Context: an optimization exercise on an open-source flow, tuned for small area and a short achievable clock period. The choices shown serve that exercise and are no tape-out recipe.
Only the layout flow was run in this run; the RTL was not checked for function there.
Power is estimated from default activity; no workload was simulated.

**design/flow/flow/run.sh**
```bash
#!/bin/bash
# Standard ORFS layout (the standard.sh), except that:
# - the port buffers are the platform's smallest plain buffer instead of the
#   delay buffer buffer_ports picks by default (every port still gets one);
# - clock tree synthesis uses small clock buffers and adds no dummy loads.
set -euo pipefail
bash standard.sh \
  "BUFFER_PORTS_ARGS=-buffer_cell sky130_fd_sc_hd__buf_1" \
  "CTS_ARGS=-sink_clustering_enable -repair_clock_nets -dont_use_dummy_load -buf_list {sky130_fd_sc_hd__clkbuf_4 sky130_fd_sc_hd__clkbuf_8}" \
  finish > standard_make.log 2>&1
```
**design/flow/standard.sh**
```bash
#!/bin/bash
# synth_recipe.tcl (not shown) runs the flow's synth.tcl, then flattens the netlist and writes it again
# the make line also repeats each setting of config.mk as NAME=value (left out here)
make -C /OpenROAD-flow-scripts/flow DESIGN_CONFIG=/design/flow/config.mk WORK_HOME=/design/flow/orfs CLKGATE_MAP_FILE= SYNTH_SCRIPT=/design/flow/synth_recipe.tcl "${@:-finish}"
```
**design/flow/config.mk**
```make
export PLATFORM = sky130hd
export DESIGN_NAME = Top_module
export DESIGN_NICKNAME = Top_module
export VERILOG_FILES = /design/flow/design.v
export SDC_FILE = /design/flow/constraint.sdc
export NUM_CORES = 4
export LEC_CHECK = 0
export CAP_MARGIN = 20
export CORE_MARGIN = 2
export CORE_UTILIZATION = 40
export SLEW_MARGIN = 20
export SYNTH_HIERARCHICAL = 1
```
**design/flow/constraint.sdc**
```tcl
create_clock -name core_clock -period 10.0 [get_ports {Clock}]
set_input_delay 2.0000 -clock core_clock [delete_from_list [all_inputs] [get_ports {Clock}]]
set_output_delay 2.0000 -clock core_clock [all_outputs]
set_load 0.01 [all_outputs]
```
**design/flow/design.v**
```verilog
module Top_module(
    First_Num,
    Second_Num,
    Target_Num,
    Clock,
    Reset,
    Result
    );
	input [31:0] First_Num;
	input [31:0] Second_Num;
	input [31:0] Target_Num;
	input Clock, Reset;
	output reg [1:0] Result;
	wire [31:0] m1 = ~(First_Num ^ Target_Num);  
	wire [31:0] x2 = Second_Num ^ Target_Num;     
	wire hit1 = &m1;
	wire hit2 = ~|x2;
	reg st_0_0;
	reg st_0_1;
	reg st_0_2;
	reg st_0_3;
	reg st_0_4;
	reg st_0_5;
	reg st_1_0;
	reg st_1_1;
	reg st_1_2;
	reg st_1_3;
	reg st_1_4;
	reg st_1_5;
	reg st_2_0;
	reg st_2_1;
	reg st_2_2;
	reg st_2_3;
	reg st_2_4;
	reg st_2_5;
	reg st_2_6;
	reg st_2_7;
	reg st_2_8;
	reg st_3_0;
	reg st_3_1;
	reg st_3_2;
	reg st_3_3;
	reg st_3_4;
	reg st_4_0;
	reg st_4_1;
	reg st_5_0;
	reg st_6_0;
	reg st_7_0;
	reg st_8_0;
	reg st_9_0;
	wire q1, q2;
	csa_fa u_q1 (.a(st_0_0), .b(st_0_1), .c(st_0_2), .s(q1), .co(q2));
	wire q3, q4;
	csa_fa u_q3 (.a(st_0_3), .b(st_0_4), .c(st_0_5), .s(q3), .co(q4));
	wire q5, q6;
	csa_fa u_q5 (.a(st_1_0), .b(st_1_1), .c(st_1_2), .s(q5), .co(q6));
	wire q7, q8;
	csa_fa u_q7 (.a(st_1_3), .b(st_1_4), .c(st_1_5), .s(q7), .co(q8));
	wire q9, q10;
	csa_fa u_q9 (.a(q2), .b(q4), .c(q5), .s(q9), .co(q10));
	wire q11, q12;
	csa_fa u_q11 (.a(st_2_0), .b(st_2_1), .c(st_2_2), .s(q11), .co(q12));
	wire q13, q14;
	csa_fa u_q13 (.a(st_2_3), .b(st_2_4), .c(st_2_5), .s(q13), .co(q14));
	wire q15, q16;
	csa_fa u_q15 (.a(st_2_6), .b(st_2_7), .c(st_2_8), .s(q15), .co(q16));
	wire q17, q18;
	csa_fa u_q17 (.a(q6), .b(q8), .c(q11), .s(q17), .co(q18));
	wire q19, q20;
	csa_fa u_q19 (.a(q13), .b(q15), .c(q10), .s(q19), .co(q20));
	wire q21, q22;
	csa_fa u_q21 (.a(st_3_0), .b(st_3_1), .c(st_3_2), .s(q21), .co(q22));
	wire q23, q24;
	csa_fa u_q23 (.a(st_3_3), .b(st_3_4), .c(q12), .s(q23), .co(q24));
	wire q25, q26;
	csa_fa u_q25 (.a(q14), .b(q16), .c(q21), .s(q25), .co(q26));
	wire q27, q28;
	csa_fa u_q27 (.a(q18), .b(q23), .c(q25), .s(q27), .co(q28));
	wire q29, q30;
	csa_fa u_q29 (.a(st_4_0), .b(st_4_1), .c(q22), .s(q29), .co(q30));
	wire q31, q32;
	csa_fa u_q31 (.a(q24), .b(q26), .c(q29), .s(q31), .co(q32));
	wire q33 = st_5_0 ^ q30;
	wire q34 = st_5_0 & q30;
	wire n1, n2;
	csa_fa u_n1 (.a(q1), .b(q3), .c(m1[0]), .s(n1), .co(n2));
	wire n3, n4;
	csa_fa u_n3 (.a(m1[10]), .b(m1[11]), .c(m1[12]), .s(n3), .co(n4));
	wire n5, n6;
	csa_fa u_n5 (.a(m1[13]), .b(m1[14]), .c(m1[15]), .s(n5), .co(n6));
	wire n7, n8;
	csa_fa u_n7 (.a(m1[16]), .b(m1[17]), .c(m1[18]), .s(n7), .co(n8));
	wire n9, n10;
	csa_fa u_n9 (.a(m1[19]), .b(m1[1]), .c(m1[20]), .s(n9), .co(n10));
	wire n11, n12;
	csa_fa u_n11 (.a(m1[21]), .b(m1[22]), .c(m1[23]), .s(n11), .co(n12));
	wire n13, n14;
	csa_fa u_n13 (.a(m1[24]), .b(m1[25]), .c(m1[26]), .s(n13), .co(n14));
	wire n15, n16;
	csa_fa u_n15 (.a(m1[27]), .b(m1[28]), .c(m1[29]), .s(n15), .co(n16));
	wire n17, n18;
	csa_fa u_n17 (.a(m1[2]), .b(m1[30]), .c(m1[31]), .s(n17), .co(n18));
	wire n19, n20;
	csa_fa u_n19 (.a(m1[3]), .b(m1[4]), .c(m1[5]), .s(n19), .co(n20));
	wire n21, n22;
	csa_fa u_n21 (.a(m1[6]), .b(m1[7]), .c(m1[8]), .s(n21), .co(n22));
	wire n23, n24;
	csa_fa u_n23 (.a(m1[9]), .b(x2[0]), .c(x2[10]), .s(n23), .co(n24));
	wire n25, n26;
	csa_fa u_n25 (.a(x2[11]), .b(x2[12]), .c(x2[13]), .s(n25), .co(n26));
	wire n27, n28;
	csa_fa u_n27 (.a(x2[14]), .b(x2[15]), .c(x2[16]), .s(n27), .co(n28));
	wire n29, n30;
	csa_fa u_n29 (.a(x2[17]), .b(x2[18]), .c(x2[19]), .s(n29), .co(n30));
	wire n31, n32;
	csa_fa u_n31 (.a(x2[1]), .b(x2[20]), .c(x2[21]), .s(n31), .co(n32));
	wire n33, n34;
	csa_fa u_n33 (.a(x2[22]), .b(x2[23]), .c(x2[24]), .s(n33), .co(n34));
	wire n35, n36;
	csa_fa u_n35 (.a(x2[25]), .b(x2[26]), .c(x2[27]), .s(n35), .co(n36));
	wire n37, n38;
	csa_fa u_n37 (.a(x2[28]), .b(x2[29]), .c(x2[2]), .s(n37), .co(n38));
	wire n39, n40;
	csa_fa u_n39 (.a(x2[30]), .b(x2[31]), .c(x2[3]), .s(n39), .co(n40));
	wire n41, n42;
	csa_fa u_n41 (.a(x2[4]), .b(x2[5]), .c(x2[6]), .s(n41), .co(n42));
	wire n43, n44;
	csa_fa u_n43 (.a(x2[7]), .b(x2[8]), .c(x2[9]), .s(n43), .co(n44));
	wire n45, n46;
	csa_fa u_n45 (.a(n1), .b(n11), .c(n13), .s(n45), .co(n46));
	wire n47, n48;
	csa_fa u_n47 (.a(n15), .b(n17), .c(n19), .s(n47), .co(n48));
	wire n49, n50;
	csa_fa u_n49 (.a(n21), .b(n23), .c(n25), .s(n49), .co(n50));
	wire n51, n52;
	csa_fa u_n51 (.a(n27), .b(n29), .c(n3), .s(n51), .co(n52));
	wire n53, n54;
	csa_fa u_n53 (.a(n31), .b(n33), .c(n35), .s(n53), .co(n54));
	wire n55, n56;
	csa_fa u_n55 (.a(n37), .b(n39), .c(n41), .s(n55), .co(n56));
	wire n57, n58;
	csa_fa u_n57 (.a(n43), .b(n5), .c(n7), .s(n57), .co(n58));
	wire n59, n60;
	csa_fa u_n59 (.a(n9), .b(n45), .c(n47), .s(n59), .co(n60));
	wire n61, n62;
	csa_fa u_n61 (.a(q7), .b(q9), .c(n10), .s(n61), .co(n62));
	wire n63, n64;
	csa_fa u_n63 (.a(n12), .b(n14), .c(n16), .s(n63), .co(n64));
	wire n65, n66;
	csa_fa u_n65 (.a(n18), .b(n2), .c(n20), .s(n65), .co(n66));
	wire n67, n68;
	csa_fa u_n67 (.a(n22), .b(n24), .c(n26), .s(n67), .co(n68));
	wire n69, n70;
	csa_fa u_n69 (.a(n28), .b(n30), .c(n32), .s(n69), .co(n70));
	wire n71, n72;
	csa_fa u_n71 (.a(n34), .b(n36), .c(n38), .s(n71), .co(n72));
	wire n73, n74;
	csa_fa u_n73 (.a(n4), .b(n40), .c(n42), .s(n73), .co(n74));
	wire n75, n76;
	csa_fa u_n75 (.a(n44), .b(n6), .c(n8), .s(n75), .co(n76));
	wire n77, n78;
	csa_fa u_n77 (.a(n46), .b(n48), .c(n50), .s(n77), .co(n78));
	wire n79, n80;
	csa_fa u_n79 (.a(n52), .b(n54), .c(n56), .s(n79), .co(n80));
	wire n81, n82;
	csa_fa u_n81 (.a(n58), .b(n61), .c(n63), .s(n81), .co(n82));
	wire n83, n84;
	csa_fa u_n83 (.a(n65), .b(n67), .c(n69), .s(n83), .co(n84));
	wire n85, n86;
	csa_fa u_n85 (.a(n71), .b(n73), .c(n75), .s(n85), .co(n86));
	wire n87, n88;
	csa_fa u_n87 (.a(q17), .b(q19), .c(n62), .s(n87), .co(n88));
	wire n89, n90;
	csa_fa u_n89 (.a(n64), .b(n66), .c(n68), .s(n89), .co(n90));
	wire n91, n92;
	csa_fa u_n91 (.a(n70), .b(n72), .c(n74), .s(n91), .co(n92));
	wire n93 = q33 ^ q32;
	wire n94 = q33 & q32;
	wire n95, n96;
	csa_fa u_n95 (.a(st_6_0), .b(q34), .c(n94), .s(n95), .co(n96));
	wire n97 = st_7_0 ^ n96;
	wire n98 = st_7_0 & n96;
	wire n99 = st_8_0 ^ n98;
	wire n100 = st_8_0 & n98;
	wire n101 = st_9_0 ^ n100;
	wire [9:0] ra = {st_9_0, st_8_0, st_7_0, st_6_0, q32, q28, q20, q17, q7, q1};
	wire [9:0] rb = {1'b0, 1'b0, 1'b0, q34, q33, q31, q27, q19, q9, q3};
	wire [9:0] tot = ra + rb;
	wire d_neg  = tot[9];
	wire d_zero = &(~((ra ^ rb) ^ {ra[8:0] | rb[8:0], 1'b0}));
	reg [3:0] cnt;
	always @(posedge Clock or posedge Reset) begin
		if (Reset) begin
			st_0_0 <= 1'b0;
			st_0_1 <= 1'b0;
			st_0_2 <= 1'b0;
			st_0_3 <= 1'b0;
			st_0_4 <= 1'b0;
			st_0_5 <= 1'b0;
			st_1_0 <= 1'b0;
			st_1_1 <= 1'b0;
			st_1_2 <= 1'b0;
			st_1_3 <= 1'b0;
			st_1_4 <= 1'b0;
			st_1_5 <= 1'b0;
			st_2_0 <= 1'b0;
			st_2_1 <= 1'b0;
			st_2_2 <= 1'b0;
			st_2_3 <= 1'b0;
			st_2_4 <= 1'b0;
			st_2_5 <= 1'b0;
			st_2_6 <= 1'b0;
			st_2_7 <= 1'b0;
			st_2_8 <= 1'b0;
			st_3_0 <= 1'b0;
			st_3_1 <= 1'b0;
			st_3_2 <= 1'b0;
			st_3_3 <= 1'b0;
			st_3_4 <= 1'b0;
			st_4_0 <= 1'b0;
			st_4_1 <= 1'b0;
			st_5_0 <= 1'b1;
			st_6_0 <= 1'b1;
			st_7_0 <= 1'b1;
			st_8_0 <= 1'b0;
			st_9_0 <= 1'b1;
		end else begin
			st_0_0 <= n49;
			st_0_1 <= n51;
			st_0_2 <= n53;
			st_0_3 <= n55;
			st_0_4 <= n57;
			st_0_5 <= n59;
			st_1_0 <= n60;
			st_1_1 <= n77;
			st_1_2 <= n79;
			st_1_3 <= n81;
			st_1_4 <= n83;
			st_1_5 <= n85;
			st_2_0 <= n76;
			st_2_1 <= n78;
			st_2_2 <= n80;
			st_2_3 <= n82;
			st_2_4 <= n84;
			st_2_5 <= n86;
			st_2_6 <= n87;
			st_2_7 <= n89;
			st_2_8 <= n91;
			st_3_0 <= n88;
			st_3_1 <= n90;
			st_3_2 <= n92;
			st_3_3 <= q20;
			st_3_4 <= q27;
			st_4_0 <= q28;
			st_4_1 <= q31;
			st_5_0 <= n93;
			st_6_0 <= n95;
			st_7_0 <= n97;
			st_8_0 <= n99;
			st_9_0 <= n101;
		end
	end
	always @(posedge Clock or posedge Reset) begin
		if (Reset) begin
			Result <= 2'b00;
			cnt <= 4'd0;
		end else begin
			cnt <= cnt + 4'd1;
			if (Result == 2'b00) begin
				if (hit1 | hit2)
					Result <= {hit2, hit1};
				else if (cnt[3] & cnt[0])  
					Result <= {d_neg | d_zero, ~d_neg};
			end
		end
	end
endmodule
module csa_fa(a, b, c, s, co);
	input a, b, c;
	output s, co;
	assign s = a ^ b ^ c;
	assign co = (a & b) | (a & c) | (b & c);
endmodule
```
==> run summary <==
-- cell type report --
type | instances | area, sq um | share of cell area [%]
Tap cell | 108 | 135 | 3.30
Timing Repair Buffer | 100 | 379 | 9.26
Sequential cell | 39 | 981 | 24.0
Clock buffer | 5 | 68.8 | 1.68
Multi-Input combinational cell | 204 | 2470 | 60.3
Inverter | 16 | 60.1 | 1.47
-- worst reg2reg max path: stages, from the launching register on --
cell	delay, ns
dfrtp_1	0.40
fa_1	0.56
fa_1	0.45
fa_1	0.55
inv_1	0.06
ha_1	0.32
a21oi_1	0.15
nor2b_1	0.07
or4b_1	0.46
o2111ai_1	0.16
a41oi_2	0.07
o41ai_2	0.32
-- synthesized netlist by cell type --
master,n
nor4_4,1
xnor2_1,35
nand3_1,4
or4_1,2
dfrtp_1,35
o2111ai_1,1
xor2_1,40
nand4_1,11
a21boi_1,1
nor2_1,6
inv_1,16
nor2b_1,1
a21oi_1,2
o31ai_1,1
o41ai_1,1
a21o_1,1
nor4_1,8
dfstp_2,4
fa_1,63
or4b_1,1
nor3_1,2
ha_1,19
o41ai_2,1
nand2_1,2
a41oi_2,1
-- layer usage --
metal	vias up	part of all wire, %	GRT usage, %	routed length, um
li1	1059	-	-	-
met1	1109	42	22.8	3110
met2	80	51	29.1	3800
met3	11	5.2	2.66	386
met4	0	1.6	4.81	120
met5	-	0	0	0
-- kinds of logic after synthesis --
family	count (synthesis)
compound gates	9
xor+xnor	75
fa+ha+maj	82
buf+inv	16
flops	39
simple gates	38
-- per-module statistics from Yosys (local to each module, per instance) --
module	cells inside	flip-flops and latches	area, sq um	times used
csa_fa	1	0	20.0	63
Top_module	196	39	2250	1
-- path summary, 6_finish.rpt --
| check | slack (ns) | end | cells past startpoint |
|---|---|---|---|
| max in group asynchronous | 7.42 | st_5_0$_DFF_PP1_ | 3 |
| min | 0.47 | cnt[2]$_DFF_PP0_ | 1 |
| max | 6.19 | st_1_2$_DFF_PP0_ | 5 |
| max reg2reg | 6.32 | Result[1]$_DFFE_PP0P_ | 11 |
| min reg2reg | 0.47 | cnt[2]$_DFF_PP0_ | 1 |
| min in group asynchronous | 1.78 | st_1_2$_DFF_PP0_ | 2 |
-- power by group through the flow --
stage          Combinational (W)  Sequential (W)  Clock (W)
3_3_place_gp             0.00143        0.000307          0
4_1_cts                  0.00149        0.000307  0.0000950
5_1_grt                  0.00168        0.000314   0.000103
3_5_place_dp             0.00147        0.000309          0
2_1_floorplan            0.00111        0.000299          0
6_report                 0.00143        0.000304  0.0000908
-- layout by cell type, fill, tap and decap left out --
cell type / instances
o31ai_1: 1
nor2_1: 6
ha_1: 19
dfstp_2: 4
nand2_1: 2
a21o_1: 1
inv_1: 16
fa_1: 63
nand4_1: 11
buf_1: 99
nor4_1: 8
buf_4: 1
nor3_1: 2
a21oi_1: 2
o2111ai_1: 1
a21boi_1: 1
or4_1: 2
or4b_1: 1
nand3_1: 4
a41oi_2: 1
dfrtp_1: 35
clkbuf_8: 5
xnor2_1: 35
o41ai_2: 1
o41ai_1: 1
xor2_1: 40
nor4_4: 1
nor2b_1: 1
-- per-stage QoR --
step	hold slack [ns]	utilization [%]	setup WS, ns
after floorplan	0.438	-	6.22
after global placement	0.463	46.6	5.90
after detailed placement	0.456	46.6	5.90
after CTS	0.466	47.4	6.21
after global routing	0.505	47.4	6.09
final	0.471	47.4	6.19
==> reports/results.ini <==
[worst_setup_path]
slowest_delay_ns = 0.50
crit_start = Target_Num[17]
end_kind = register
crit_path_frequent_cell = fa_1
crit_arrival_ns = 3.96
cp_top_family = adder cells
crit_buf_inv = 1
start_kind = input port
critPathRequiredTime_ns = 10.16
critPathKind = input port to register
critPathMaxFanout = 2
r2r_start = st_3_0$_DFF_PP0_
crit_chain = buf_1 > xor2_1 > fa_1 > fa_1 > fa_1
slowest_stage = fa_1

[power_and_ir_drop]
leakage_nw = 1.62
pwr-share-clk_pct = 5.0
peakVddDrop_uv = 224
power.density_mw_per_mm2 = 447
intPower_w = 0.000960
total_power_w = 0.00183
combPwrFrac_pct = 78.4
power.switching_w = 0.000869
swShare_pct = 47.5
seq_power_share_pct = 16.6

[synthesis]
synth_top_family_by_area = adder cells
muxShareOfSynthArea_pct = 0
synth-adder-area-share_pct = 42.7
synth_compound_area_share_pct = 2.35
ys_seq_elements = 39
avgSynthCellArea_sq_um = 13.6
yosys.area_share.simple_pct = 6.59
synthesis.area_sq_mm = 0.00351
synth_top_area_cell = fa_1
syn_inst = 259
ys_top_cells_by_area = fa_1 (36%), dfrtp_1 (25%), xor2_1 (10%), xnor2_1 (8.7%), ha_1 (6.8%)
ys_types = 25
syn_nets = 439
ys_seq_area_share_pct = 27.9
synthXorXnorAreaFrac_pct = 18.7
synth.top_cell.area_share_pct = 35.9
ys_warn_count = 7

[global_route]
grt_max_degree = 22
grt_usage_pct = 17.1
overflow = 0
grt_pass1_vias = 2567
antenna_found_initial = 0
grt_pass1_wl_um = 12600

[final_layout]
fill_cells = 777
largest_register_ff_count = 4
max_flop_register = cnt
fin_area_sq_mm = 0.00409
drive_gt1_share_pct = 3.57
fin_cells = 472
reg_top3 = cnt: 4 flops, Result: 2 flops
n_antenna_cell = 0
finalNetCount = 546
area_growth_pct = 16.6

[clocking]
cts_resized = 0
path_clk_slew_ns = 0.07
cts.sinks = 39
htreeDepth = 2
cts_setup_buffers = 0
cts_tree = built
root_buffer = clkbuf_8
cts_buffer_depth = 2
cts_buffers = 5
hold_buffers = 0
clk_latency_ns = 0.28

[die]
fp-row-count = 34
die_w_um = 97.7
core-area_sq_mm = 0.00864
start_util_pct = 40.7
die_area_sq_mm = 0.00954
fp.dieH_um = 97.7
io_pins = 100

[timing]
timing.final.hold_violations = 0
fin_worst_skew_ns = 0.0203
slew_headroom_pct = 55.2
report.final.setup_viol = 0
tightest_slew_ns = 0.672
min_period_ns = 3.81
clock.fmax_mhz = 263
fin_crit_sh_pct = 38.1
slew_viol_final = 0
rsz0062_at_grt = no
tns_ns = 0

[drt]
drtIter0Drc = 73
routedWlPerCell_um = 15.7
dr_total_vias = 2259
drc = 0
routed_via_density = 4.79
finalWirelength_um = 7420
ant_nets = 0
drtPass1Iterations = 4

[place]
post-place-cells = 467
dpl_cell_area_sq_mm = 0.00403
hpwl_um = 6920
io_buffers = 99
place_congestion = 0.930

[hold_path]
worstHoldPathType = register to register
min-delay-start = cnt[2]$_DFF_PP0_

[status]
status = no timing/DRC/antenna violations

[job]
maxCapViolCount = 0

## afterwards: timing with drivers on the ports
The flow's constraints put no driver on any port. The routed layout listed below was extracted and timed again, unchanged, in two steps. Step 1 sets driving cells, clkbuf_16 on the clock port and buf_2 on the other inputs (assumed; they add their load-dependent delay and slew). Step 2 times the ports against the registers' clock, not the clock port: input delays grow and output delays shrink by t, the midpoint of the rising clock arrivals with the driver on. Slacks: ideal / step 1 / step 2; pairs: ideal / step 1.
t (ns): 0.304
slack for setup (ns): 6.195 / 6.204 / 5.900
cell pins on the clock port's net: 1
After both steps setup and hold are still met in this run. For this run, drivers alone change the setup slack by +0.009 ns; drivers and shift together by -0.295 ns.
